This is an optimization exercise on Yosys and OpenROAD, whose aim is small area, not a production implementation. Function was checked by simulation only, so behaviour that the tests miss may differ from the original.

== run A ==
==> flow/design.v (excerpt) <==
module quant_mac_top (
    input  wire         clk,
    input  wire         mode,
    input  wire [15:0]  value,
    input  wire [15:0]  weight,
    input  wire [27:0]  ints,
    input  wire [17:0]  fps,
    output reg  [27:0]  intr,
    output reg  [17:0]  fpr
);
For scale: about 950 cells after synthesis, ~130 flip-flops, about 130 I/O pins.
export LEC_CHECK = 0
export CAP_MARGIN = 20
export CORE_MARGIN = 2
export CORE_UTILIZATION = 40
export SLEW_MARGIN = 20
export SYNTH_HIERARCHICAL = 1
export SYNTH_MINIMUM_KEEP_SIZE = 0
create_clock -name core_clock -period 11.5 [get_ports {clk}]
standard.sh (not shown) runs the stock make flow with config.mk's settings and CLKGATE_MAP_FILE= SYNTH_SCRIPT=/design/flow/synth_recipe.tcl, a recipe that flattens the netlist after the stock synthesis.
==> flow/flow/run.sh <==
#!/bin/bash
# Standard ORFS layout with area-oriented settings:
#  - buffers from synthesis removed before placement (flow/pre_gpl.tcl),
#    placement not timing-driven (no speculative resizer buffering)
#  - port buffers use the smallest buffer (buf_1) instead of the resizer's pick
#  - CTS with clkbuf_8 and no dummy loads
# make's full output goes to flow.log in this folder; ORFS keeps per-step logs
# under orfs/logs/.
set -euo pipefail
HERE=$(pwd)
bash standard.sh \
  PRE_GLOBAL_PLACE_TCL="$HERE/flow/pre_gpl.tcl" \
  GPL_TIMING_DRIVEN=0 \
  BUFFER_PORTS_ARGS="-buffer_cell sky130_fd_sc_hd__buf_1" \
  CTS_ARGS="-sink_clustering_enable -repair_clock_nets -dont_use_dummy_load -buf_list sky130_fd_sc_hd__clkbuf_8 -sink_clustering_size 20" \
  finish > flow.log 2>&1
==> flow/flow/pre_gpl.tcl <==
# Remove the buffers synthesis left on pass-through nets before placement
# (the standard flow does this only in timing-driven placement mode).
remove_buffers
Run A went all the way through synthesis, placement and routing and the layout is clean on timing, DRC and antenna.
The following lists how run B was set up differently from run A:
-- flow/flow/run.sh --
<<< run A, line 3
#  - buffers from synthesis removed before placement (flow/pre_gpl.tcl),
#    placement not timing-driven (no speculative resizer buffering)
>>> run B, line 3
<<< run A, line 10
HERE=$(pwd)
>>> run B, line 8
<<< run A, line 12
  PRE_GLOBAL_PLACE_TCL="$HERE/flow/pre_gpl.tcl" \
  GPL_TIMING_DRIVEN=0 \
>>> run B, line 9
removed: flow/flow/pre_gpl.tcl
## What came out
Compare run B and run A | via count lower: run B
NOTE: multi-input gate share of the layout cell area in run B falls short of that of run A
Run B vs. run A: final area lower, relative slew slack lower.
Area added between synthesis and finish is lower on run B
Post-route worst setup slack ends up higher on run B.
Compare run B and run A | non-clock buffer count higher: run B
diff inputs: run B => run C
==> flow/run.sh (new file) <==
#!/bin/bash
# synth_recipe.tcl (not shown) runs the flow's synth.tcl, then flattens the netlist and writes it again
# the make line also repeats each setting of config.mk as NAME=value (left out here)
make -C /OpenROAD-flow-scripts/flow DESIGN_CONFIG=/design/flow/config.mk WORK_HOME=/design/flow/orfs CLKGATE_MAP_FILE= SYNTH_SCRIPT=/design/flow/synth_recipe.tcl finish
removed: flow/flow/run.sh
removed: flow/standard.sh
## What came out
Between run B and run C, setup slack after layout is lower for run B, run C comes in above that.
Delta (run C minus run B): final cell utilization of the core saw an increase; global-route usage shows an increase of 0.22 points.
Relative to run C, the following input files were edited for run D:
==> flow/flow/run.sh (new file) <==
#!/bin/bash
# Standard ORFS layout with area-oriented settings:
#  - before placement, combinational cells are set to their smallest size
#    (flow/pre_gpl.tcl); the resizer upsizes where timing needs it
#  - port buffers use the smallest buffer (buf_1) instead of the resizer's pick
#  - CTS with clkbuf_4 and no dummy loads
# make's full output goes to flow.log in this folder; ORFS keeps per-step logs
# under orfs/logs/.
set -euo pipefail
HERE=$(pwd)
bash standard.sh \
  PRE_GLOBAL_PLACE_TCL="$HERE/flow/pre_gpl.tcl" \
  BUFFER_PORTS_ARGS="-buffer_cell sky130_fd_sc_hd__buf_1" \
  CTS_ARGS="-sink_clustering_enable -repair_clock_nets -dont_use_dummy_load -buf_list sky130_fd_sc_hd__clkbuf_4 -sink_clustering_size 10 -sink_clustering_max_diameter 40" \
  finish > flow.log 2>&1
==> flow/flow/pre_gpl.tcl (new file) <==
# Before global placement: set every combinational cell to its smallest
# drive strength (synthesis maps the one-gate modules in isolation and
# often picks larger sizes); the resizer upsizes where timing needs it.
set n 0
foreach inst [get_cells *] {
  set ref [get_property $inst ref_name]
  if {[regexp {^(sky130_fd_sc_hd__[a-z0-9]+)_([0-9]+)$} $ref -> base size]} {
    if {$size <= 1} { continue }
    if {[regexp {dfxtp|dfrtp|clkbuf|clkinv|conb|tap|fill|decap|dlygate|clkdly} $base]} { continue }
    set target "${base}_1"
    if {[llength [get_lib_cells -quiet */$target]] == 0} { continue }
    replace_cell [get_property $inst full_name] $target
    incr n
  }
}
puts "pre_gpl.tcl: downsized $n cells"
==> flow/standard.sh (new file) <==
#!/bin/bash
# synth_recipe.tcl (not shown) runs the flow's synth.tcl, then flattens the netlist and writes it again
# the make line also repeats each setting of config.mk as NAME=value (left out here)
make -C /OpenROAD-flow-scripts/flow DESIGN_CONFIG=/design/flow/config.mk WORK_HOME=/design/flow/orfs CLKGATE_MAP_FILE= SYNTH_SCRIPT=/design/flow/synth_recipe.tcl "${@:-finish}"
removed: flow/run.sh
### Flow results
On register share of the cell area: run D sits above run C. Looking at overall global routing resource usage, run D sits 0.85 points below run C. Lower share of the clock period used by the worst path after layout was reported by run C, not run D. NOTE non-clock buffer instance count of the final layout run C->run D increased by a few percent. Lower worst hold slack among run C and run D: run C. From run C to run D, critical path depth did not move at all. As far as total number of vias is concerned, run D and run C perform about the same. Comparing run C and run D, worst slew margin relative to its limit is lower on run D. Re worst-case setup margin in the final layout: run D is 0.15 ns down on run C.
> inputs changed (run D -> run E)
-- flow/flow/run.sh --
<<< run D, line 6
#  - CTS with clkbuf_4 and no dummy loads
>>> run E, line 6
#  - CTS with clkbuf_8 and no dummy loads
<<< run D, line 14
  CTS_ARGS="-sink_clustering_enable -repair_clock_nets -dont_use_dummy_load -buf_list sky130_fd_sc_hd__clkbuf_4 -sink_clustering_size 10 -sink_clustering_max_diameter 40" \
>>> run E, line 14
  CTS_ARGS="-sink_clustering_enable -repair_clock_nets -dont_use_dummy_load -buf_list sky130_fd_sc_hd__clkbuf_8 -sink_clustering_size 20" \
[summary]
- Summary of run E over run D: worst setup slack now smaller.
- Run E reports a lower sequential share of layout area than run D does.
- Summary of the comparison: fraction of area in multi-input gates is lower in run E, relative to run D.
- From run D to run E the numbers moved as follows: first-pass GRT wire length held steady; number of global-route vias before repair held steady; area added between synthesis and finish grew by 1.1 points.

[static timing again, ports no longer ideal]
The results above use ideal ports. As a check the final layouts listed here were re-extracted and re-timed, cells and wires unchanged.
Step 1 assumes that a clkbuf_16 drives the clock port and a buf_2 every other input.
Step 2 times the ports against the registers' clock, not the clock port: input delays grow and output delays shrink by t, the midpoint of the rising clock arrivals with the driver on.
Slacks: ideal ports / drivers / drivers and shift; pairs: ideal ports / drivers.
| run | shift t [ns] | setup slack, ns | worst setup path after step 2 |
|---|---|---|---|
| run A | 0.491 | 0.597 / 0.597 / 0.597 | register to register |
| run B | 0.476 | 0.676 / 0.676 / 0.676 | register to register |
| run C | 0.464 | 0.795 / 0.795 / 0.795 | register to register |
| run D | 0.558 | 0.649 / 0.649 / 0.649 | register to register |
| run E | 0.477 | 0.618 / 0.618 / 0.618 | register to register |
After both steps setup and hold are still met in every run listed.
